Background: an optimization exercise with open tools, aiming at small area and a short achievable clock period. Do not read the settings as production practice.
The RTL was checked by simulation tests, not by an equivalence proof against the original design.

==> design/flow/design.v <==
module fa(input wire a, input wire b, input wire c, output wire s, output wire co);
	assign s  = a ^ b ^ c;
	assign co = (a & b) | (c & (a ^ b));
endmodule
module ha(input wire a, input wire b, output wire s, output wire co);
	assign s  = a ^ b;
	assign co = a & b;
endmodule
module pe(
	input  wire [7:0] a,
	input  wire [7:0] nb,
	output wire [7:0] x,
	output wire       co
	);
	wire [8:1] c;
	wire [7:0] d;
	ha h0(.a(a[0]), .b(nb[0]), .s(d[0]), .co(c[1]));
	genvar i;
	generate for (i = 1; i < 8; i = i + 1) begin : rc
		fa f(.a(a[i]), .b(nb[i]), .c(c[i]), .s(d[i]), .co(c[i+1]));
	end endgenerate
	assign co = c[8];
	assign x  = d ^ {8{~co}};
endmodule
module array(
	input  wire [7:0] x0,
	input  wire [7:0] x1,
	input  wire [7:0] x2,
	input  wire [7:0] x3,
	input  wire [7:0] x4,
	input  wire [7:0] x5,
	input  wire [7:0] x6,
	input  wire [7:0] x7,
	input  wire [7:0] x8,
	input  wire [7:0] x9,
	input  wire [7:0] x10,
	input  wire [7:0] x11,
	input  wire [7:0] x12,
	input  wire [7:0] x13,
	input  wire [7:0] x14,
	input  wire [7:0] x15,
	input  wire [15:0] co,
	output wire [31:0] cs
	);
	wire t1, t2;
	fa ft1(.a(co[0]), .b(co[1]), .c(co[2]), .s(t1), .co(t2));
	wire t3, t4;
	fa ft3(.a(co[3]), .b(co[4]), .c(co[5]), .s(t3), .co(t4));
	wire t5, t6;
	fa ft5(.a(co[6]), .b(co[7]), .c(co[8]), .s(t5), .co(t6));
	wire t7, t8;
	fa ft7(.a(co[9]), .b(co[10]), .c(co[11]), .s(t7), .co(t8));
	wire t9, t10;
	fa ft9(.a(co[12]), .b(co[13]), .c(co[14]), .s(t9), .co(t10));
	wire t11, t12;
	fa ft11(.a(co[15]), .b(x0[0]), .c(x1[0]), .s(t11), .co(t12));
	wire t13, t14;
	ha ht13(.a(x2[0]), .b(x3[0]), .s(t13), .co(t14));
	wire t15, t16;
	fa ft15(.a(x0[1]), .b(x1[1]), .c(x2[1]), .s(t15), .co(t16));
	wire t17, t18;
	fa ft17(.a(x3[1]), .b(x4[1]), .c(x5[1]), .s(t17), .co(t18));
	wire t19, t20;
	fa ft19(.a(x4[0]), .b(x5[0]), .c(x6[0]), .s(t19), .co(t20));
	wire t21, t22;
	fa ft21(.a(x7[0]), .b(x8[0]), .c(x9[0]), .s(t21), .co(t22));
	wire t23, t24;
	fa ft23(.a(x10[0]), .b(x11[0]), .c(x12[0]), .s(t23), .co(t24));
	wire t25, t26;
	fa ft25(.a(x6[1]), .b(x7[1]), .c(x8[1]), .s(t25), .co(t26));
	wire t27, t28;
	fa ft27(.a(x9[1]), .b(x10[1]), .c(x11[1]), .s(t27), .co(t28));
	wire t29, t30;
	fa ft29(.a(x12[1]), .b(x13[1]), .c(x14[1]), .s(t29), .co(t30));
	wire t31, t32;
	fa ft31(.a(x15[1]), .b(t6), .c(t8), .s(t31), .co(t32));
	wire t33, t34;
	ha ht33(.a(t10), .b(t2), .s(t33), .co(t34));
	wire t35, t36;
	fa ft35(.a(x0[2]), .b(x1[2]), .c(x2[2]), .s(t35), .co(t36));
	wire t37, t38;
	fa ft37(.a(x3[2]), .b(x4[2]), .c(x5[2]), .s(t37), .co(t38));
	wire t39, t40;
	fa ft39(.a(x6[2]), .b(x7[2]), .c(x8[2]), .s(t39), .co(t40));
	wire t41, t42;
	fa ft41(.a(x9[2]), .b(x10[2]), .c(x11[2]), .s(t41), .co(t42));
	wire t43, t44;
	fa ft43(.a(x12[2]), .b(x13[2]), .c(x14[2]), .s(t43), .co(t44));
	wire t45, t46;
	fa ft45(.a(x0[3]), .b(x1[3]), .c(x2[3]), .s(t45), .co(t46));
	wire t47, t48;
	fa ft47(.a(x3[3]), .b(x4[3]), .c(x5[3]), .s(t47), .co(t48));
	wire t49, t50;
	fa ft49(.a(x6[3]), .b(x7[3]), .c(x8[3]), .s(t49), .co(t50));
	wire t51, t52;
	fa ft51(.a(x9[3]), .b(x10[3]), .c(x11[3]), .s(t51), .co(t52));
	wire t53, t54;
	fa ft53(.a(x0[4]), .b(x1[4]), .c(x2[4]), .s(t53), .co(t54));
	wire t55, t56;
	fa ft55(.a(x3[4]), .b(x4[4]), .c(x5[4]), .s(t55), .co(t56));
	wire t57, t58;
	fa ft57(.a(x6[4]), .b(x7[4]), .c(x8[4]), .s(t57), .co(t58));
	wire t59, t60;
	ha ht59(.a(x9[4]), .b(x10[4]), .s(t59), .co(t60));
	wire t61, t62;
	fa ft61(.a(x0[5]), .b(x1[5]), .c(x2[5]), .s(t61), .co(t62));
	wire t63, t64;
	fa ft63(.a(x3[5]), .b(x4[5]), .c(x5[5]), .s(t63), .co(t64));
	wire t65, t66;
	fa ft65(.a(x6[5]), .b(x7[5]), .c(x8[5]), .s(t65), .co(t66));
	wire t67, t68;
	ha ht67(.a(x9[5]), .b(x10[5]), .s(t67), .co(t68));
	wire t69, t70;
	fa ft69(.a(x0[6]), .b(x1[6]), .c(x2[6]), .s(t69), .co(t70));
	wire t71, t72;
	fa ft71(.a(x3[6]), .b(x4[6]), .c(x5[6]), .s(t71), .co(t72));
	wire t73, t74;
	fa ft73(.a(x6[6]), .b(x7[6]), .c(x8[6]), .s(t73), .co(t74));
	wire t75, t76;
	ha ht75(.a(x9[6]), .b(x10[6]), .s(t75), .co(t76));
	wire t77, t78;
	fa ft77(.a(x0[7]), .b(x1[7]), .c(x2[7]), .s(t77), .co(t78));
	wire t79, t80;
	fa ft79(.a(x3[7]), .b(x4[7]), .c(x5[7]), .s(t79), .co(t80));
	wire t81, t82;
	fa ft81(.a(x6[7]), .b(x7[7]), .c(x8[7]), .s(t81), .co(t82));
	wire t83, t84;
	ha ht83(.a(x9[7]), .b(x10[7]), .s(t83), .co(t84));
	wire t85, t86;
	fa ft85(.a(x13[0]), .b(x14[0]), .c(x15[0]), .s(t85), .co(t86));
	wire t87, t88;
	fa ft87(.a(t5), .b(t7), .c(t9), .s(t87), .co(t88));
	wire t89, t90;
	fa ft89(.a(t4), .b(t14), .c(t33), .s(t89), .co(t90));
	wire t91, t92;
	fa ft91(.a(t20), .b(t22), .c(t24), .s(t91), .co(t92));
	wire t93, t94;
	fa ft93(.a(t12), .b(t25), .c(t27), .s(t93), .co(t94));
	wire t95, t96;
	fa ft95(.a(x15[2]), .b(t34), .c(t26), .s(t95), .co(t96));
	wire t97, t98;
	fa ft97(.a(t28), .b(t30), .c(t16), .s(t97), .co(t98));
	wire t99, t100;
	fa ft99(.a(t18), .b(t35), .c(t37), .s(t99), .co(t100));
	wire t101, t102;
	ha ht101(.a(t39), .b(t41), .s(t101), .co(t102));
	wire t103, t104;
	fa ft103(.a(x12[3]), .b(x13[3]), .c(x14[3]), .s(t103), .co(t104));
	wire t105, t106;
	fa ft105(.a(x15[3]), .b(t36), .c(t38), .s(t105), .co(t106));
	wire t107, t108;
	fa ft107(.a(t40), .b(t42), .c(t44), .s(t107), .co(t108));
	wire t109, t110;
	fa ft109(.a(t45), .b(t47), .c(t49), .s(t109), .co(t110));
	wire t111, t112;
	fa ft111(.a(x11[4]), .b(x12[4]), .c(x13[4]), .s(t111), .co(t112));
	wire t113, t114;
	fa ft113(.a(x14[4]), .b(x15[4]), .c(t59), .s(t113), .co(t114));
	wire t115, t116;
	fa ft115(.a(t46), .b(t48), .c(t50), .s(t115), .co(t116));
	wire t117, t118;
	fa ft117(.a(t52), .b(t53), .c(t55), .s(t117), .co(t118));
	wire t119, t120;
	fa ft119(.a(x11[5]), .b(x12[5]), .c(x13[5]), .s(t119), .co(t120));
	wire t121, t122;
	fa ft121(.a(x14[5]), .b(x15[5]), .c(t60), .s(t121), .co(t122));
	wire t123, t124;
	fa ft123(.a(t67), .b(t54), .c(t56), .s(t123), .co(t124));
	wire t125, t126;
	fa ft125(.a(t58), .b(t61), .c(t63), .s(t125), .co(t126));
	wire t127, t128;
	fa ft127(.a(x11[6]), .b(x12[6]), .c(x13[6]), .s(t127), .co(t128));
	wire t129, t130;
	fa ft129(.a(x14[6]), .b(x15[6]), .c(t68), .s(t129), .co(t130));
	wire t131, t132;
	fa ft131(.a(t75), .b(t62), .c(t64), .s(t131), .co(t132));
	wire t133, t134;
	fa ft133(.a(t66), .b(t69), .c(t71), .s(t133), .co(t134));
	wire t135, t136;
	fa ft135(.a(x11[7]), .b(x12[7]), .c(x13[7]), .s(t135), .co(t136));
	wire t137, t138;
	fa ft137(.a(x14[7]), .b(x15[7]), .c(t76), .s(t137), .co(t138));
	wire t139, t140;
	fa ft139(.a(t83), .b(t70), .c(t72), .s(t139), .co(t140));
	wire t141, t142;
	fa ft141(.a(t74), .b(t77), .c(t79), .s(t141), .co(t142));
	wire t143, t144;
	fa ft143(.a(t1), .b(t3), .c(t13), .s(t143), .co(t144));
	wire t145, t146;
	ha ht145(.a(t85), .b(t19), .s(t145), .co(t146));
	wire t147, t148;
	fa ft147(.a(t86), .b(t29), .c(t15), .s(t147), .co(t148));
	wire t149, t150;
	fa ft149(.a(t17), .b(t88), .c(t31), .s(t149), .co(t150));
	wire t151, t152;
	ha ht151(.a(t89), .b(t91), .s(t151), .co(t152));
	wire t153, t154;
	fa ft153(.a(t43), .b(t32), .c(t101), .s(t153), .co(t154));
	wire t155, t156;
	fa ft155(.a(t90), .b(t92), .c(t94), .s(t155), .co(t156));
	wire t157, t158;
	fa ft157(.a(t95), .b(t97), .c(t99), .s(t157), .co(t158));
	wire t159, t160;
	fa ft159(.a(t103), .b(t51), .c(t102), .s(t159), .co(t160));
	wire t161, t162;
	fa ft161(.a(t96), .b(t98), .c(t100), .s(t161), .co(t162));
	wire t163, t164;
	fa ft163(.a(t105), .b(t107), .c(t109), .s(t163), .co(t164));
	wire t165, t166;
	fa ft165(.a(t104), .b(t111), .c(t57), .s(t165), .co(t166));
	wire t167, t168;
	fa ft167(.a(t113), .b(t106), .c(t108), .s(t167), .co(t168));
	wire t169, t170;
	fa ft169(.a(t110), .b(t115), .c(t117), .s(t169), .co(t170));
	wire t171, t172;
	fa ft171(.a(t112), .b(t119), .c(t65), .s(t171), .co(t172));
	wire t173, t174;
	fa ft173(.a(t114), .b(t121), .c(t116), .s(t173), .co(t174));
	wire t175, t176;
	fa ft175(.a(t118), .b(t123), .c(t125), .s(t175), .co(t176));
	wire t177, t178;
	fa ft177(.a(t120), .b(t127), .c(t73), .s(t177), .co(t178));
	wire t179, t180;
	fa ft179(.a(t122), .b(t129), .c(t124), .s(t179), .co(t180));
	wire t181, t182;
	fa ft181(.a(t126), .b(t131), .c(t133), .s(t181), .co(t182));
	wire t183, t184;
	fa ft183(.a(t128), .b(t135), .c(t81), .s(t183), .co(t184));
	wire t185, t186;
	fa ft185(.a(t130), .b(t137), .c(t132), .s(t185), .co(t186));
	wire t187, t188;
	fa ft187(.a(t134), .b(t139), .c(t141), .s(t187), .co(t188));
	wire t189, t190;
	fa ft189(.a(t84), .b(t136), .c(t78), .s(t189), .co(t190));
	wire t191, t192;
	fa ft191(.a(t80), .b(t82), .c(t138), .s(t191), .co(t192));
	wire t193, t194;
	ha ht193(.a(t140), .b(t142), .s(t193), .co(t194));
	wire t195, t196;
	fa ft195(.a(t21), .b(t23), .c(t11), .s(t195), .co(t196));
	wire t197, t198;
	fa ft197(.a(t144), .b(t146), .c(t147), .s(t197), .co(t198));
	wire t199, t200;
	ha ht199(.a(t93), .b(t149), .s(t199), .co(t200));
	wire t201, t202;
	fa ft201(.a(t148), .b(t150), .c(t152), .s(t201), .co(t202));
	wire t203, t204;
	fa ft203(.a(t153), .b(t155), .c(t157), .s(t203), .co(t204));
	wire t205, t206;
	fa ft205(.a(t154), .b(t159), .c(t156), .s(t205), .co(t206));
	wire t207, t208;
	fa ft207(.a(t158), .b(t161), .c(t163), .s(t207), .co(t208));
	wire t209, t210;
	fa ft209(.a(t165), .b(t160), .c(t162), .s(t209), .co(t210));
	wire t211, t212;
	fa ft211(.a(t167), .b(t164), .c(t169), .s(t211), .co(t212));
	wire t213, t214;
	fa ft213(.a(t166), .b(t171), .c(t168), .s(t213), .co(t214));
	wire t215, t216;
	fa ft215(.a(t173), .b(t170), .c(t175), .s(t215), .co(t216));
	wire t217, t218;
	fa ft217(.a(t172), .b(t177), .c(t174), .s(t217), .co(t218));
	wire t219, t220;
	fa ft219(.a(t179), .b(t176), .c(t181), .s(t219), .co(t220));
	wire t221, t222;
	fa ft221(.a(t178), .b(t183), .c(t180), .s(t221), .co(t222));
	wire t223, t224;
	fa ft223(.a(t185), .b(t182), .c(t187), .s(t223), .co(t224));
	wire t225, t226;
	fa ft225(.a(t184), .b(t189), .c(t191), .s(t225), .co(t226));
	wire t227, t228;
	fa ft227(.a(t193), .b(t186), .c(t188), .s(t227), .co(t228));
	wire t229, t230;
	ha ht229(.a(t190), .b(t192), .s(t229), .co(t230));
	wire t231, t232;
	ha ht231(.a(t87), .b(t143), .s(t231), .co(t232));
	wire t233, t234;
	fa ft233(.a(t196), .b(t151), .c(t199), .s(t233), .co(t234));
	wire t235, t236;
	fa ft235(.a(t200), .b(t198), .c(t201), .s(t235), .co(t236));
	wire t237, t238;
	fa ft237(.a(t202), .b(t205), .c(t204), .s(t237), .co(t238));
	wire t239, t240;
	fa ft239(.a(t206), .b(t209), .c(t208), .s(t239), .co(t240));
	wire t241, t242;
	fa ft241(.a(t210), .b(t213), .c(t212), .s(t241), .co(t242));
	wire t243, t244;
	fa ft243(.a(t214), .b(t217), .c(t216), .s(t243), .co(t244));
	wire t245, t246;
	fa ft245(.a(t218), .b(t221), .c(t220), .s(t245), .co(t246));
	wire t247, t248;
	fa ft247(.a(t225), .b(t222), .c(t224), .s(t247), .co(t248));
	wire t249, t250;
	fa ft249(.a(t194), .b(t229), .c(t226), .s(t249), .co(t250));
	assign cs = {t250, t230, t248, t249, t228, t247, t246, t227, t245, t244, t223, t243, t242, t219, t241, t240, t215, t239, t238, t211, t237, t236, t207, t235, t203, t234, t233, t197, t232, t231, t195, t145};
endmodule
module cpa(
	input  wire [31:0] cs,
	output wire [11:0] y
	);
	wire t251, t252;
	ha ht251(.a(cs[0]), .b(cs[1]), .s(t251), .co(t252));
	wire t253, t254;
	fa ft253(.a(cs[3]), .b(cs[4]), .c(cs[5]), .s(t253), .co(t254));
	wire t255, t256;
	fa ft255(.a(cs[6]), .b(cs[7]), .c(cs[8]), .s(t255), .co(t256));
	wire t257, t258;
	fa ft257(.a(cs[9]), .b(cs[10]), .c(cs[11]), .s(t257), .co(t258));
	wire t259, t260;
	fa ft259(.a(cs[12]), .b(cs[13]), .c(cs[14]), .s(t259), .co(t260));
	wire t261, t262;
	fa ft261(.a(cs[15]), .b(cs[16]), .c(cs[17]), .s(t261), .co(t262));
	wire t263, t264;
	fa ft263(.a(cs[18]), .b(cs[19]), .c(cs[20]), .s(t263), .co(t264));
	wire t265, t266;
	fa ft265(.a(cs[21]), .b(cs[22]), .c(cs[23]), .s(t265), .co(t266));
	wire t267, t268;
	fa ft267(.a(cs[24]), .b(cs[25]), .c(cs[26]), .s(t267), .co(t268));
	wire t269, t270;
	fa ft269(.a(cs[27]), .b(cs[28]), .c(cs[29]), .s(t269), .co(t270));
	wire t271, t272;
	ha ht271(.a(cs[30]), .b(cs[31]), .s(t271), .co(t272));
	wire [11:0] a = {t272, t270, t268, t266, t264, t262, t260, t258, t256, t254, t252, t251};
	wire [11:0] b = {1'b0, t271, t269, t267, t265, t263, t261, t259, t257, t255, t253, cs[2]};
	wire [12:1] c;
	ha h0(.a(a[0]), .b(b[0]), .s(y[0]), .co(c[1]));
	genvar i;
	generate for (i = 1; i < 12; i = i + 1) begin : rc
		fa f(.a(a[i]), .b(b[i]), .c(c[i]), .s(y[i]), .co(c[i+1]));
	end endgenerate
endmodule
module ltr(
	input  wire [11:0] a,
	input  wire [11:0] b,
	output wire lt
	);
	wire [12:0] l;
	assign l[0] = 1'b0;
	genvar i;
	generate for (i = 0; i < 12; i = i + 1) begin : rc
		assign l[i+1] = (a[i] & ~b[i]) | (l[i] & (a[i] | ~b[i]));
	end endgenerate
	assign lt = l[12];
endmodule
module comparator(
	input  wire [191:0] sad,
	output reg  [11:0] ma,
	output reg  [11:0] mb,
	output reg  [2:0] ia,
	output reg  [2:0] ib
	);
	integer i;
	wire [7:0] l1;
	genvar g;
	generate for (g = 0; g < 8; g = g + 1) begin : r1
		ltr c(.a(sad[12*(2*g) +: 12]), .b(sad[12*(2*g+1) +: 12]), .lt(l1[g]));
	end endgenerate
	reg [11:0] m1 [0:7];
	reg [11:0] m2 [0:3];
	reg [11:0] m3 [0:1];
	reg [0:0] i1 [0:7];
	reg [1:0] i2 [0:3];
	reg [2:0] i3 [0:1];
	always @(*) begin
		for (i = 0; i < 8; i = i + 1) begin
			m1[i] = l1[i] ? sad[12*(2*i+1) +: 12] : sad[12*(2*i) +: 12];
			i1[i] = l1[i];
		end
		for (i = 0; i < 4; i = i + 1) begin
			if (m1[2*i+1] < m1[2*i]) begin
				m2[i] = m1[2*i+1]; i2[i] = {1'b1, i1[2*i+1]};
			end else begin
				m2[i] = m1[2*i]; i2[i] = {1'b0, i1[2*i]};
			end
		end
		for (i = 0; i < 2; i = i + 1) begin
			if (m2[2*i+1] < m2[2*i]) begin
				m3[i] = m2[2*i+1]; i3[i] = {1'b1, i2[2*i+1]};
			end else begin
				m3[i] = m2[2*i]; i3[i] = {1'b0, i2[2*i]};
			end
		end
		ma = m3[0]; ia = i3[0];
		mb = m3[1]; ib = i3[1];
	end
endmodule
module ctl(
	input  wire rst,
	input  wire [4:0]  cnt,
	input  wire [8:0]  a2x,
	input  wire [8:0]  a2y,
	input  wire [8:0]  a1x,
	input  wire [10:0] a1y,
	output reg  [4:0]  cnt_n,
	output reg  [8:0]  a2x_n,
	output reg  [8:0]  a2y_n,
	output reg  [8:0]  a1x_n,
	output reg  [10:0] a1y_n,
	output wire rd1_n,
	output wire rd2_n
	);
	wire last = (cnt == 5'd19);
	always @(*) begin
		cnt_n = cnt;
		a2x_n = a2x;
		a2y_n = a2y;
		a1x_n = a1x;
		a1y_n = a1y;
		if (rst) begin
			cnt_n = 0;
			a2x_n = 0;
			a2y_n = 0;
		end else if (last) begin
			cnt_n = 0;
			if (a2x == 9'd479) begin
				a2x_n = 0;
				a2y_n = a2y + 1'b1;
			end else begin
				a2x_n = a2x + 1'b1;
			end
		end else begin
			cnt_n = cnt + 1'b1;
		end
		if (rst) begin
			a1x_n = 0;
			a1y_n = 0;
		end else if (cnt == 5'd0) begin
			a1x_n = a2x;
			a1y_n = {a2y, 2'b00};
		end else if (!last) begin
			a1y_n = a1y + 1'b1;
		end
	end
	assign rd1_n = !rst & !last;
	assign rd2_n = !rst & last;
endmodule
module me(
	input wire clk,
	input wire rst,
	input wire [7:0]data_in0,
	input wire [7:0]data_in1,
	input wire [7:0]data_in2,
	input wire [7:0]data_in3,
	input wire [7:0]data_in4,
	input wire [7:0]data_in5,
	input wire [7:0]data_in6,
	input wire [7:0]data_in7,
	input wire [7:0]data_in8,
	input wire [7:0]data_in9,
	input wire [7:0]data_in10,
	input wire [7:0]data_in11,
	input wire [7:0]data_in12,
	input wire [7:0]data_in13,
	input wire [7:0]data_in14,
	input wire [7:0]data_in15,
	input wire [7:0]data_in16,
	input wire [7:0]data_in17,
	input wire [7:0]data_in18,
	input wire [7:0]data_ref00,
	input wire [7:0]data_ref01,
	input wire [7:0]data_ref02,
	input wire [7:0]data_ref03,
	input wire [7:0]data_ref10,
	input wire [7:0]data_ref11,
	input wire [7:0]data_ref12,
	input wire [7:0]data_ref13,
	input wire [7:0]data_ref20,
	input wire [7:0]data_ref21,
	input wire [7:0]data_ref22,
	input wire [7:0]data_ref23,
	input wire [7:0]data_ref30,
	input wire [7:0]data_ref31,
	input wire [7:0]data_ref32,
	input wire [7:0]data_ref33,
	output wire rd1,
	output wire rd2,
	output wire [10:0]	addr1_0,
	output wire [10:0]	addr1_1,
	output wire [10:0]	addr2_0,
	output wire [10:0]	addr2_1,
	output wire [3:0]	mvx,
	output wire [3:0]	mvy,
	output wire [11:0]	min
	);
	wire [7:0] row_in [0:18];
	wire [7:0] ref_in [0:15];
	assign row_in[0] = data_in0;
	assign row_in[1] = data_in1;
	assign row_in[2] = data_in2;
	assign row_in[3] = data_in3;
	assign row_in[4] = data_in4;
	assign row_in[5] = data_in5;
	assign row_in[6] = data_in6;
	assign row_in[7] = data_in7;
	assign row_in[8] = data_in8;
	assign row_in[9] = data_in9;
	assign row_in[10] = data_in10;
	assign row_in[11] = data_in11;
	assign row_in[12] = data_in12;
	assign row_in[13] = data_in13;
	assign row_in[14] = data_in14;
	assign row_in[15] = data_in15;
	assign row_in[16] = data_in16;
	assign row_in[17] = data_in17;
	assign row_in[18] = data_in18;
	assign ref_in[0] = data_ref00;
	assign ref_in[1] = data_ref01;
	assign ref_in[2] = data_ref02;
	assign ref_in[3] = data_ref03;
	assign ref_in[4] = data_ref10;
	assign ref_in[5] = data_ref11;
	assign ref_in[6] = data_ref12;
	assign ref_in[7] = data_ref13;
	assign ref_in[8] = data_ref20;
	assign ref_in[9] = data_ref21;
	assign ref_in[10] = data_ref22;
	assign ref_in[11] = data_ref23;
	assign ref_in[12] = data_ref30;
	assign ref_in[13] = data_ref31;
	assign ref_in[14] = data_ref32;
	assign ref_in[15] = data_ref33;
	reg [7:0] re0 [0:18];
	reg [7:0] re1 [0:18];
	reg [7:0] re2 [0:18];
	reg [7:0] re3 [0:18];
	integer k;
	always @(posedge clk) begin
		for (k = 0; k < 19; k = k + 1) begin
			re0[k] <= ~row_in[k];
			re1[k] <= re0[k];
			re2[k] <= re1[k];
			re3[k] <= re2[k];
		end
	end
	reg [4:0] cnt;
	reg [8:0] a2x, a2y, a1x;
	reg [10:0] a1y;
	reg rd1_q, rd2_q;
	wire [4:0] cnt_n;
	wire [8:0] a2x_n, a2y_n, a1x_n;
	wire [10:0] a1y_n;
	wire rd1_n, rd2_n;
	ctl ctl1(.rst(rst), .cnt(cnt), .a2x(a2x), .a2y(a2y), .a1x(a1x), .a1y(a1y),
		.cnt_n(cnt_n), .a2x_n(a2x_n), .a2y_n(a2y_n), .a1x_n(a1x_n), .a1y_n(a1y_n),
		.rd1_n(rd1_n), .rd2_n(rd2_n));
	always @(posedge clk) begin
		cnt <= cnt_n;
		a2x <= a2x_n;
		a2y <= a2y_n;
		a1x <= a1x_n;
		a1y <= a1y_n;
		rd1_q <= rd1_n;
		rd2_q <= rd2_n;
	end
	assign rd1 = rd1_q;
	assign rd2 = rd2_q;
	assign addr2_0 = {a2x, 2'b00};
	assign addr2_1 = {a2y, 2'b00};
	assign addr1_0 = {a1x, 2'b00};
	assign addr1_1 = a1y;
	wire [7:0] w [0:3][0:18];
	genvar x, i, j;
	generate for (j = 0; j < 19; j = j + 1) begin : wr
		assign w[0][j] = re3[j];
		assign w[1][j] = re2[j];
		assign w[2][j] = re1[j];
		assign w[3][j] = re0[j];
	end endgenerate
	reg  [31:0] cs_r [0:15];
	wire [191:0] sad;
	generate for (x = 0; x < 16; x = x + 1) begin : cand
		wire [7:0] xd [0:15];
		wire [15:0] co;
		for (i = 0; i < 4; i = i + 1) begin : pr
			for (j = 0; j < 4; j = j + 1) begin : pc
				pe pe0(.a(ref_in[4*i+j]), .nb(w[i][x+j]), .x(xd[4*i+j]), .co(co[4*i+j]));
			end
		end
		wire [31:0] cs;
		array sum(.x0(xd[0]), .x1(xd[1]), .x2(xd[2]), .x3(xd[3]), .x4(xd[4]), .x5(xd[5]), .x6(xd[6]), .x7(xd[7]), .x8(xd[8]), .x9(xd[9]), .x10(xd[10]), .x11(xd[11]), .x12(xd[12]), .x13(xd[13]), .x14(xd[14]), .x15(xd[15]),
			.co(co), .cs(cs));
		always @(posedge clk) cs_r[x] <= cs;
		cpa add(.cs(cs_r[x]), .y(sad[12*x +: 12]));
	end endgenerate
	wire [11:0] ma, mb;
	wire [2:0] ia, ib;
	comparator cmp(.sad(sad), .ma(ma), .mb(mb), .ia(ia), .ib(ib));
	reg [11:0] ma_r, mb_r;
	reg [2:0] ia_r, ib_r;
	wire selb = mb_r < ma_r;
	wire [11:0] m_r = selb ? mb_r : ma_r;
	wire [3:0] x_r = {selb, selb ? ib_r : ia_r};
	reg [3:0] y_r;
	reg vld, first;
	reg [11:0] min_q;
	reg [3:0] mvx_q, mvy_q;
	wire lta = ma_r < min_q;
	wire ltb = mb_r < min_q;
	wire take = vld & (first | (selb ? ltb : lta));
	assign min = take ? m_r : min_q;
	assign mvx = take ? x_r : mvx_q;
	assign mvy = take ? y_r : mvy_q;
	always @(posedge clk) begin
		ma_r <= ma;
		mb_r <= mb;
		ia_r <= ia;
		ib_r <= ib;
		y_r <= cnt[3:0] - 4'd4;
		first <= (cnt == 5'd4);
		if (rst) begin
			vld <= 1'b0;
			min_q <= 0;
			mvx_q <= 0;
			mvy_q <= 0;
		end else begin
			vld <= (cnt >= 5'd4);
			min_q <= min;
			mvx_q <= mvx;
			mvy_q <= mvy;
		end
	end
endmodule
==> design/flow/run.sh <==
#!/bin/bash
# synth_recipe.tcl (not shown) runs the flow's synth.tcl, then flattens the netlist and writes it again
# the make line also repeats each setting of config.mk as NAME=value (left out here)
make -C /OpenROAD-flow-scripts/flow DESIGN_CONFIG=/design/flow/config.mk WORK_HOME=/design/flow/orfs CLKGATE_MAP_FILE= SYNTH_SCRIPT=/design/flow/synth_recipe.tcl finish
==> design/flow/config.mk <==
export PLATFORM = sky130hd
export DESIGN_NAME = me
export DESIGN_NICKNAME = me
export VERILOG_FILES = /design/flow/design.v
export SDC_FILE = /design/flow/constraint.sdc
export NUM_CORES = 4
export LEC_CHECK = 0
export CAP_MARGIN = 20
export CORE_MARGIN = 2
export CORE_UTILIZATION = 40
export CTS_CLUSTER_DIAMETER = 70
export CTS_CLUSTER_SIZE = 30
export SLEW_MARGIN = 20
export SYNTH_HIERARCHICAL = 1
==> design/flow/constraint.sdc <==
create_clock -name core_clock -period 40.0 [get_ports {clk}]
set_input_delay 8.0000 -clock core_clock [delete_from_list [all_inputs] [get_ports {clk}]]
set_output_delay 8.0000 -clock core_clock [all_outputs]
set_load 0.01 [all_outputs]
==> impl_metrics.env, run 1 <==
export IMPL_hold_viol_final=0
export IMPL_ctsResizeCount=0
export IMPL_hold_buffers=0
export IMPL_maxSlewHeadroom_pct=18.1
export IMPL_status="complete, no violations"
export IMPL_grt_overflow=0
export IMPL_wl_per_cell_um=42.0
export IMPL_syn_instance_count=9726
export IMPL_fin_area_um2=150000
export IMPL_required_ns=40.79
export IMPL_finalSetupViolCount=0
export IMPL_hold_path_class="reg -> reg"
export IMPL_rsz0062_at_grt="no"
export IMPL_max_freq_ghz=0.0709
export IMPL_crit_fanout=16
export IMPL_drtAntennaViolNets=0
export IMPL_worstSkewPairLatency_ns=0.95
export IMPL_ctsHtreeMaxLevel=4
export IMPL_grt_pass1_wl_um=810000
export IMPL_area_growth_pct=5.87
export IMPL_dieArea_um2=360000
export IMPL_fin_crit_sh_pct=35.3
export IMPL_start_util_pct=40.3
export IMPL_ios=348
export IMPL_gp_congestion=1.02
export IMPL_instances_no_fill=14400
export IMPL_dpl_cell_area_um2=145000
export IMPL_cp_arrival_ns=14.89
export IMPL_cts_root_buffer="clkbuf_16"
export IMPL_async_reset_ff_share_pct=0
export IMPL_avgSynthCellArea_um2=14.6
export IMPL_yosysWarnings=25
export IMPL_drcViolationCount=0
export IMPL_via_per_inst=5.62
export IMPL_period_needed_ns=14.10
export IMPL_antenna_found_initial=49
export IMPL_grt_usage_pct=34.4
export IMPL_die_w_um=600
export IMPL_cts_setup_buffers=0
export IMPL_cts_buffers_inserted=145
export IMPL_crit_type="in -> reg"
export IMPL_tns_ns=0
export IMPL_die_y_um=600
export IMPL_synth_edf_count=0
export IMPL_cts_num_sinks=1221
export IMPL_drtPass1Iterations=8
export IMPL_cts_max_path_buffers=4
export IMPL_grt_pass1_vias=91400
export IMPL_ys_seq_area_share_pct=17.2
export IMPL_end_kind="flip-flop"
export IMPL_worst_pin_slew_ns=1.23
export IMPL_clkTransAtPathRegs_ns=0.10
export IMPL_ys_types=70
export IMPL_coreArea_um2=353000
export IMPL_drive_gt1_share_pct=6.74
export IMPL_maxCapViolations=0
export IMPL_drtIter0Drc=9376
export IMPL_r2r_cells=33
export IMPL_hpwl_um=481000
export IMPL_ys_seq_elements=1221
export IMPL_rows=218
export IMPL_cp_start_kind="input pin"
export IMPL_nNetsFinal=14300
export IMPL_wl_um=605000
export IMPL_grt_max_degree=64
export IMPL_port_buffers=341
export IMPL_n_fill_cell=32100
export IMPL_cts_tree="done"
export IMPL_synth_cell_area_um2=142000
export IMPL_fin_skew_ns=0.102
export IMPL_place_inst=14100
export IMPL_via_count=81000
export IMPL_min_path_cells=0
export IMPL_slew_viol_final=0
export IMPL_yosys_most_used_dff="dfxtp_1"
==> per-stage QoR <==
step           worst slack, ns  utilization (%)  hold slack, ns
3_5_place_dp             25.08             41.1           0.356
5_1_grt                  25.85             42.6           0.334
4_1_cts                  26.08             42.6           0.335
6_report                 25.90             42.6           0.348
2_1_floorplan            26.27                -           0.334
3_3_place_gp             25.14             41.1           0.351
==> kinds of logic after synthesis <==
logic type	Yosys count	share of synthesized area, %
compound gates	322	1.60
xor+xnor	2065	12.7
fa+ha+maj	4537	60.6
buf+inv	1118	5.72
flops	1221	17.2
mux	149	1.11
other cells	17	0.0449
simple gates	297	1.03
==> per-module statistics from Yosys, one instance, submodules excluded <==
| module | flip-flops and latches | area (um2) | cells inside |
|---|---|---|---|
| comparator | 0 | 3580 | 456 |
| array | 0 | 240 | 32 |
| ltr | 0 | 190 | 31 |
| cpa | 0 | 3.75 | 1 |
| pe | 0 | 81.3 | 9 |
| me | 1221 | 26600 | 1587 |
| ctl | 0 | 1110 | 187 |
| fa | 0 | 20.0 | 1 |
| ha | 0 | 12.5 | 1 |
==> cell usage in the layout, fill, tap and decap left out, drive strengths merged, types with 7 or more instances in the layout <==
cell	Yosys	final
nand2b	23	23
a21oi	90	90
diode	0	30
clkbuf	19	155
xnor2	2060	2060
a222oi	8	8
a221oi	10	10
nand3	12	12
a21o	11	11
nor2b	12	12
a211oi	33	33
nor2	67	67
o21a	7	7
a22oi	9	9
o31ai	10	10
nand2	106	106
nor4	8	8
o21ai	73	73
dfxtp	1221	1221
inv	299	355
o22ai	19	19
buf	800	267
nand4	20	20
fa	3904	3904
mux2i	85	85
clkinv	0	42
nor3	17	17
maj3	16	16
a2bb2oi	16	16
mux2	64	64
ha	617	617
conb	17	22
clkdlybuf4s50	0	212
or3	10	10
a2111oi	15	15
==> cell usage after synthesis, drive strengths merged (11+ instances only) <==
cell type	instances	area [um2]
nand2b	23	144
nor2b	12	95.1
mux2i	85	851
nor3	17	85.1
a211oi	33	293
nor2	67	254
inv	299	1120
o21ai	73	365
ha	617	7720
nand4	20	125
clkbuf	19	71.3
xnor2	2060	18000
a2bb2oi	16	140
fa	3904	78200
nand3	12	60.1
a2111oi	15	135
maj3	16	170
a21o	11	82.6
mux2	64	728
dfxtp	1221	24400
o22ai	19	119
nand2	106	398
a21oi	90	458
conb	17	63.8
buf	800	6930
==> cell type report <==
class	instances	area [um2]	area share (%)
inverters	299	1120	0.746
clock inverters	109	1640	1.09
diodes	30	75.1	0.0499
flip-flops and latches	1221	24400	16.2
multi-input cells	7392	110000	72.9
repair buffers	479	3850	2.56
clock buffers	155	3750	2.49
well taps	4730	5920	3.93
==> critical path, cell delays in order <==
cell and delay [ns]:
buf_2 0.45, ha_1 0.44, fa_1 0.39, fa_1 0.41
fa_1 0.41, fa_1 0.39, fa_1 0.39, fa_1 0.40
fa_1 0.61, xnor2_1 0.34, fa_1 0.47, fa_1 0.75
fa_1 0.51, fa_1 0.40, fa_1 0.45
==> per-layer routing <==
layer	wire length [um]	vias up	part of all wire (%)	global-route usage, %
met5	205	-	0.034	0.241
li1	-	29400	-	-
met3	64100	1374	11	10.0
met4	47400	18	7.8	21.7
met2	264000	5158	44	50.9
met1	229000	45000	38	44.4
==> state kept, by name, indices dropped and copies added, names as in the netlist, 11 cells and up <==
register and cells:
min_q 12, re2 152, mb_r 12, ma_r 12, a1y 11, re1 152, cs_r 512, re0 152
re3 152
==> path summary, 6_finish.rpt <==
kind,to,start,slack (ns)
worst max-delay path,cs_r[7][11]$_DFF_P_,data_ref10[0],25.90
worst min register to register,re1[0][0]$_DFF_P_,re0[0][0]$_DFF_P_,0.35
worst max register to register,mb_r[4]$_DFF_P_,cs_r[15][3]$_DFF_P_,26.52
worst min-delay path,re1[0][0]$_DFF_P_,re0[0][0]$_DFF_P_,0.35
==> run 2, diff against run 1 <==
--- a/design/flow/config.mk
+++ b/design/flow/config.mk
@@ -10,4 +10,4 @@
 export CORE_UTILIZATION = 40
-export CTS_CLUSTER_DIAMETER = 70
-export CTS_CLUSTER_SIZE = 30
+export CTS_CLUSTER_DIAMETER = 100
+export CTS_CLUSTER_SIZE = 20
 export SLEW_MARGIN = 20
==> run 2 against run 1 <==
Count of clock-buffer cells in the layout shrank 41. Setup slack improved by 0.027 ns. Critical path depth unchanged. Core utilization down 0.49 points. Die area is the same. Non-clock buffer count stayed put. Flip-flop and latch count stayed put. Synthesized cell count unchanged. Global-route usage is 0.061 points lower. Clock skew decreased by 0.033 ns.
==> impl_metrics.env, run 2 <==
export IMPL_r2r_end="mb_r[5]$_DFF_P_"
export IMPL_required_ns=40.80
export IMPL_hold_buffers=0
export IMPL_drive_gt1_share_pct=5.95
export IMPL_final_cell_mix="fa_1, xnor2_1, dfxtp_1"
export IMPL_ctsHtreeMaxLevel=3
export IMPL_drtIter0Drc=9659
export IMPL_wl_um=605000
export IMPL_min_delay_start="re2[18][0]$_DFF_P_"
export IMPL_maxCapViolations=0
export IMPL_cts_root_buffer="clkbuf_16"
export IMPL_gp_congestion=1.02
export IMPL_cts_tree="done"
export IMPL_min_path_cells=0
export IMPL_maxSlewHeadroom_pct=19.3
export IMPL_async_reset_ff_share_pct=0
export IMPL_hold_path_end="re3[18][0]$_DFF_P_"
export IMPL_fin_skew_ns=0.0685
export IMPL_wl_per_cell_um=42.2
export IMPL_ys_seq_elements=1221
export IMPL_die_y_um=600
export IMPL_cts_max_path_buffers=4
export IMPL_antenna_found_initial=45
export IMPL_hold_path_class="reg -> reg"
export IMPL_ys_seq_area_share_pct=17.2
export IMPL_largest_reg_flops=512
export IMPL_avgSynthCellArea_um2=14.6
export IMPL_start_util_pct=40.3
export IMPL_coreArea_um2=353000
export IMPL_cts_buffers_inserted=107
export IMPL_area_growth_pct=4.65
export IMPL_cts_num_sinks=1221
export IMPL_grt_overflow=0
export IMPL_via_count=81000
export IMPL_port_buffers=341
export IMPL_rr_startpoint="cs_r[15][3]$_DFF_P_"
export IMPL_cp_start_kind="input pin"
export IMPL_slew_viol_final=0
export IMPL_drcViolationCount=0
export IMPL_rsz0062_at_grt="no"
export IMPL_worst_pin_slew_ns=1.21
export IMPL_cp_arrival_ns=14.87
export IMPL_hpwl_um=481000
export IMPL_slowest_delay_ns=0.74
export IMPL_status="complete, no violations"
export IMPL_grt_usage_pct=34.4
export IMPL_grt_pass1_wl_um=808000
export IMPL_hold_viol_final=0
export IMPL_synth_most_common_cell="fa_1"
export IMPL_yosys_most_used_dff="dfxtp_1"
export IMPL_yosysTopAreaCellShare_pct=55.0
export IMPL_yosysWarnings=25
export IMPL_max_freq_ghz=0.0711
export IMPL_synth_cell_area_um2=142000
export IMPL_finalSetupViolCount=0
export IMPL_period_needed_ns=14.07
export IMPL_rows=218
export IMPL_ys_types=70
export IMPL_synth_edf_count=0
export IMPL_dieArea_um2=360000
export IMPL_r2r_cells=33
export IMPL_crit_family="adder cells"
export IMPL_place_inst=14100
export IMPL_cpMostUsedCell="fa_1"
export IMPL_grt_max_degree=64
export IMPL_cts_setup_buffers=0
export IMPL_crit_type="in -> reg"
export IMPL_end_kind="flip-flop"
export IMPL_utilization_pct=42.1
export IMPL_top_register="cs_r"
export IMPL_ctsResizeCount=0
export IMPL_clkTransAtPathRegs_ns=0.09
export IMPL_layout_commonest_cell="fa_1"
export IMPL_grt_pass1_vias=91000
export IMPL_crit_fanout=16
export IMPL_ys_top_cells_by_area="fa_1, dfxtp_1, xnor2_1, ha_1, buf_4"
export IMPL_tns_ns=0
export IMPL_rrSetupSlack_ns=26.47
export IMPL_ys_top_cells_by_count="fa_1, xnor2_1, dfxtp_1"
export IMPL_drtPass1Iterations=8
export IMPL_ios=348
export IMPL_die_w_um=600
export IMPL_syn_instance_count=9726
export IMPL_crit_buf_inv=1
export IMPL_drtAntennaViolNets=0
export IMPL_crit_chain="buf_2 > ha_1 > fa_1 > fa_1 > fa_1 > fa_1 > fa_1 > fa_1 > fa_1 > xnor2_1 > fa_1 > fa_1 > fa_1 > fa_1 > fa_1"
export IMPL_critPathSlowestCell="fa_1"
export IMPL_nNetsFinal=14300
export IMPL_fin_crit_sh_pct=35.2
export IMPL_yosys_area_top_type="fa_1"
export IMPL_via_per_inst=5.65
export IMPL_worstSkewPairLatency_ns=0.95
export IMPL_instances_no_fill=14300
export IMPL_holdWs_ns=0.364
[run 2: cell counts after synthesis]
Identical to the previous run, type by type.
[run 2: metrics by stage]
step / worst slack [ns] / cell area, um2
after floorplan: 26.27 / 142000
after global placement: 25.14 / 145000
after detailed placement: 25.08 / 145000
after CTS: 26.10 / 149000
after global routing: 25.88 / 149000
final: 25.93 / 149000
[run 2: final cells by class]
| class | instances | area, um2 |
|---|---|---|
| fillers | 32300 | 204000 |
| multi-input cells | 7392 | 110000 |
| clock buffers | 114 | 2730 |
| clock inverters | 69 | 922 |
| repair buffers | 479 | 3850 |
| flip-flops and latches | 1221 | 24400 |
| well taps | 4730 | 5920 |
| inverters | 299 | 1120 |
| diodes | 31 | 77.6 |
[run 2: per-module statistics from Yosys, one instance, submodules excluded]
| module | cells | times used | area, um2 | flops+latches |
|---|---|---|---|---|
| cpa | 1 | 16 | 3.75 | 0 |
| ha | 1 | 512 | 12.5 | 0 |
| ltr | 31 | 8 | 190 | 0 |
| fa | 1 | 3904 | 20.0 | 0 |
| me | 1587 | 1 | 26600 | 1221 |
| pe | 9 | 256 | 81.3 | 0 |
| comparator | 456 | 1 | 3580 | 0 |
| ctl | 187 | 1 | 1110 | 0 |
| array | 32 | 16 | 240 | 0 |
[run 2: metal layers]
metal | up-vias | track usage, % | wire length [um]
met5 | - | 0.241 | 178
met4 | 14 | 20.7 | 45000
met3 | 1318 | 9.59 | 62300
met2 | 5146 | 51.3 | 266000
met1 | 45300 | 44.6 | 231000
li1 | 29300 | - | -
[run 2: how the worst max path moves through the flow]
stage | start | cells past startpoint | slack, ns | endpoint
finish | data_ref10[0] | 15 | 25.93 | cs_r[7][11]$_DFF_P_
global route | data_ref10[0] | 15 | 25.88 | cs_r[4][14]$_DFF_P_
CTS | data_ref01[0] | 15 | 26.10 | cs_r[11][14]$_DFF_P_
detailed placement | data_ref01[0] | 15 | 25.08 | cs_r[11][14]$_DFF_P_
global placement | data_ref01[0] | 15 | 25.14 | cs_r[11][14]$_DFF_P_
floorplan | data_ref01[0] | 16 | 26.27 | cs_r[10][14]$_DFF_P_
[run 2: cells by family (layout without fill, tap and decap cells)]
group / count (synthesis) / count (layout) / share of synthesized area, %
multiplexers: 149 / 149 / 1.11
XOR/XNOR: 2065 / 2065 / 12.7
AO/OA/AOI/OAI: 322 / 322 / 1.60
flip-flops: 1221 / 1221 / 17.2
other: 17 / 53 / 0.0449
adder cells (fa/ha/maj): 4537 / 4537 / 60.6
buffers and inverters: 1118 / 961 / 5.72
AND/OR/NAND/NOR: 297 / 297 / 1.03
[run 2: worst reg2reg max path: cells and delay by family (launching register included)]
| family | cells | cell delay, ns |
|---|---|---|
| buf+inv | 3 | 0.64 |
| fa+ha+maj | 14 | 5.86 |
| compound gates | 11 | 3.84 |
| mux | 3 | 1.55 |
| simple gates | 2 | 1.10 |
| flops | 1 | 0.33 |
==> run 3, diff against run 2 <==
--- a/design/flow/config.mk
+++ b/design/flow/config.mk
@@ -10,4 +10,4 @@
 export CORE_UTILIZATION = 40
-export CTS_CLUSTER_DIAMETER = 100
-export CTS_CLUSTER_SIZE = 20
+export CTS_CLUSTER_DIAMETER = 120
+export CTS_CLUSTER_SIZE = 24
 export SLEW_MARGIN = 20
==> run 3 against run 2 <==
Worst hold slack gained 0.0051 ns. Still clean. Clock skew is 0.024 ns higher. Register-to-register slack gained 0.14 ns. Cell count fell by 0.20%. Sequential share of layout area increased by 0.065 points. Wire length is 0.12% lower. Setup slack about the same. Global-route usage about the same. Cell area is 0.40% lower. Via count down 0.45%. Core utilization decreased by 0.17 points. Synthesized cell count did not move.
==> impl_metrics.env, run 3 <==
export IMPL_gp_congestion=1.02
export IMPL_cts_buffers_inserted=88
export IMPL_ctsHtreeMaxLevel=3
export IMPL_synth_most_common_cell="fa_1"
export IMPL_dieArea_um2=360000
export IMPL_ys_top_cells_by_area="fa_1, dfxtp_1, xnor2_1, ha_1, buf_4"
export IMPL_die_w_um=600
export IMPL_instances_no_fill=14300
export IMPL_max_freq_ghz=0.0711
export IMPL_ys_top_cells_by_count="fa_1, xnor2_1, dfxtp_1"
export IMPL_port_buffers=341
export IMPL_synth_cell_area_um2=142000
export IMPL_place_inst=14100
export IMPL_rr_startpoint="cs_r[15][3]$_DFF_P_"
export IMPL_cpMostUsedCell="fa_1"
export IMPL_slew_viol_final=0
export IMPL_antenna_found_initial=45
export IMPL_hold_path_end="re3[18][4]$_DFF_P_"
export IMPL_ys_seq_elements=1221
export IMPL_period_needed_ns=14.07
export IMPL_n_fill_cell=32300
export IMPL_yosysWarnings=25
export IMPL_ys_seq_area_share_pct=17.2
export IMPL_worst_pin_slew_ns=1.21
export IMPL_syn_instance_count=9726
export IMPL_hold_path_class="reg -> reg"
export IMPL_met3_length_um=64500
export IMPL_cts_num_sinks=1221
export IMPL_register_area_um2=24400
export IMPL_dr_wl_met2_um=264000
export IMPL_ios=348
export IMPL_cts_root_buffer="clkbuf_16"
export IMPL_drtAntennaViolNets=0
export IMPL_synth_edf_count=0
export IMPL_finalSetupViolCount=0
export IMPL_hold_buffers=0
export IMPL_wl_per_cell_um=42.2
export IMPL_r2r_end="mb_r[4]$_DFF_P_"
export IMPL_slowest_delay_ns=0.76
export IMPL_grt_pass1_wl_um=808000
export IMPL_start_util_pct=40.3
export IMPL_met1_length_um=229000
export IMPL_synth_mux_area_share_pct=1.11
export IMPL_drive_gt1_share_pct=5.65
export IMPL_crit_type="in -> reg"
export IMPL_drtPass1Iterations=8
export IMPL_coreArea_um2=353000
export IMPL_cts_setup_buffers=0
export IMPL_min_path_cells=0
export IMPL_via_per_inst=5.64
export IMPL_hold_viol_final=0
export IMPL_cp_start_kind="input pin"
export IMPL_synthSimpleGateAreaFrac_pct=1.03
export IMPL_ctsResizeCount=0
export IMPL_cp_arrival_ns=14.86
export IMPL_grt_usage_pct=34.4
export IMPL_tns_ns=0
export IMPL_final_cell_mix="fa_1, xnor2_1, dfxtp_1"
export IMPL_drtIter0Drc=9195
export IMPL_r2r_cells=33
export IMPL_crit_fanout=16
export IMPL_clkTransAtPathRegs_ns=0.10
export IMPL_cts_max_path_buffers=4
export IMPL_critPathLaunch="data_ref10[0]"
export IMPL_async_reset_ff_share_pct=0
export IMPL_grt_overflow=0
export IMPL_synth_xor_area_share_pct=12.7
export IMPL_wl_um=604000
export IMPL_rsz0062_at_grt="no"
export IMPL_fin_skew_ns=0.0924
export IMPL_drcViolationCount=0
export IMPL_hpwl_um=481000
export IMPL_rows=218
export IMPL_yosys_area_top_type="fa_1"
export IMPL_synthAdderAreaFrac_pct=60.6
export IMPL_grt_max_degree=64
export IMPL_required_ns=40.79
export IMPL_grt_pass1_vias=90900
export IMPL_end_kind="flip-flop"
export IMPL_yosysTopAreaCellShare_pct=55.0
export IMPL_top_register="cs_r"
export IMPL_routed_top_layer="met5"
export IMPL_status="complete, no violations"
export IMPL_maxSlewHeadroom_pct=19.1
export IMPL_rrSetupSlack_ns=26.61
export IMPL_min_delay_start="re2[18][4]$_DFF_P_"
export IMPL_layout_commonest_cell="fa_1"
export IMPL_critPathSlowestCell="fa_1"
export IMPL_cts_tree="done"
export IMPL_worstSkewPairLatency_ns=0.92
export IMPL_avgSynthCellArea_um2=14.6
export IMPL_crit_chain="buf_2 > ha_1 > fa_1 > fa_1 > fa_1 > fa_1 > fa_1 > fa_1 > fa_1 > xnor2_1 > fa_1 > fa_1 > fa_1 > fa_1 > fa_1"
export IMPL_nNetsFinal=14300
export IMPL_die_y_um=600
export IMPL_fin_crit_sh_pct=35.2
export IMPL_maxCapViolations=0
export IMPL_multi_input_area_um2=110000
export IMPL_largest_reg_flops=512
export IMPL_via_count=80600
export IMPL_area_growth_pct=4.24
export IMPL_synth_compound_area_share_pct=1.60
export IMPL_ys_types=70
export IMPL_yosys_most_used_dff="dfxtp_1"
export IMPL_synth_top_family_by_area="adder cells"
## run 3: cell counts after synthesis
No cell type changed its count.
## run 3: critical path, delay by kind of cell
| family | cells | cell delay, ns |
|---|---|---|
| XOR/XNOR | 1 | 0.34 |
| buffers and inverters | 1 | 0.45 |
| adder cells (fa/ha/maj) | 13 | 6.00 |
## run 3: final cells by class
type / instances / share of cell area, %
multi-input cells: 7392 / 74.0
flip-flops and latches: 1221 / 16.5
well taps: 4730 / 4.00
repair buffers: 479 / 2.60
clock buffers: 98 / 1.57
inverters: 299 / 0.758
clock inverters: 53 / 0.491
diodes: 34 / 0.0574
## run 3: how the worst max path moves through the flow
stage                                      end  slack [ns]  cells past startpoint
after global placement    cs_r[11][14]$_DFF_P_       25.14                     15
after floorplan           cs_r[10][14]$_DFF_P_       26.27                     16
after detailed placement  cs_r[11][14]$_DFF_P_       25.08                     15
final                      cs_r[7][11]$_DFF_P_       25.93                     15
after global routing      cs_r[12][14]$_DFF_P_       25.83                     15
after CTS                 cs_r[11][14]$_DFF_P_       26.05                     15
## run 3: logic make-up after synthesis
| kind of cell | after synthesis |
|---|---|
| xor+xnor | 2065 |
| buf+inv | 1118 |
| mux | 149 |
| flops | 1221 |
| simple gates | 297 |
| fa+ha+maj | 4537 |
| compound gates | 322 |
| other cells | 17 |
## run 3: metrics by stage
step | setup WS (ns) | util (%) | cell area, um2 | hold slack (ns)
finish | 25.93 | 42.0 | 148000 | 0.369
global route | 25.83 | 41.9 | 148000 | 0.383
CTS | 26.05 | 41.9 | 148000 | 0.371
detailed placement | 25.08 | 41.1 | 145000 | 0.356
global placement | 25.14 | 41.1 | 145000 | 0.351
floorplan | 26.27 | - | 142000 | 0.334
## run 3: per-module statistics from Yosys (local to each module, per instance)
module / cells inside / area, um2
pe: 9 / 81.3
fa: 1 / 20.0
me: 1587 / 26600
comparator: 456 / 3580
ctl: 187 / 1110
cpa: 1 / 3.75
ltr: 31 / 190
ha: 1 / 12.5
array: 32 / 240
## run 3: layer usage
metal,vias up,GRT usage [%]
li1,29200,-
met3,1297,9.62
met1,45000,44.5
met2,5127,51.1
met5,-,0.241
met4,14,21.0

afterwards: timing with drivers on the ports:
No port has a modelled driver above. Below, the same layouts with a new extraction and two added sets of constraints. Step 1 assumes that a clkbuf_16 drives the clock port and a buf_2 every other input. Step 2 times the ports against the registers' clock, not the clock port: input delays grow and output delays shrink by t, the midpoint of the rising clock arrivals with the driver on. Three values: no drivers, after step 1, after step 2; two values: the first two.
| run | shift t [ns] | setup WS [ns] | pins driven straight from the clock port |
|---|---|---|---|
| run 1 | 1.003 | 25.899 / 25.981 / 24.977 | 1 |
| run 2 | 1.028 | 25.925 / 26.016 / 24.988 | 1 |
| run 3 | 0.993 | 25.926 / 25.972 / 24.979 | 1 |
After both steps every run listed still meets setup and hold. The setup slack of run 3, which loses most, moves by +0.046 ns with the drivers and by -0.947 ns with both steps.
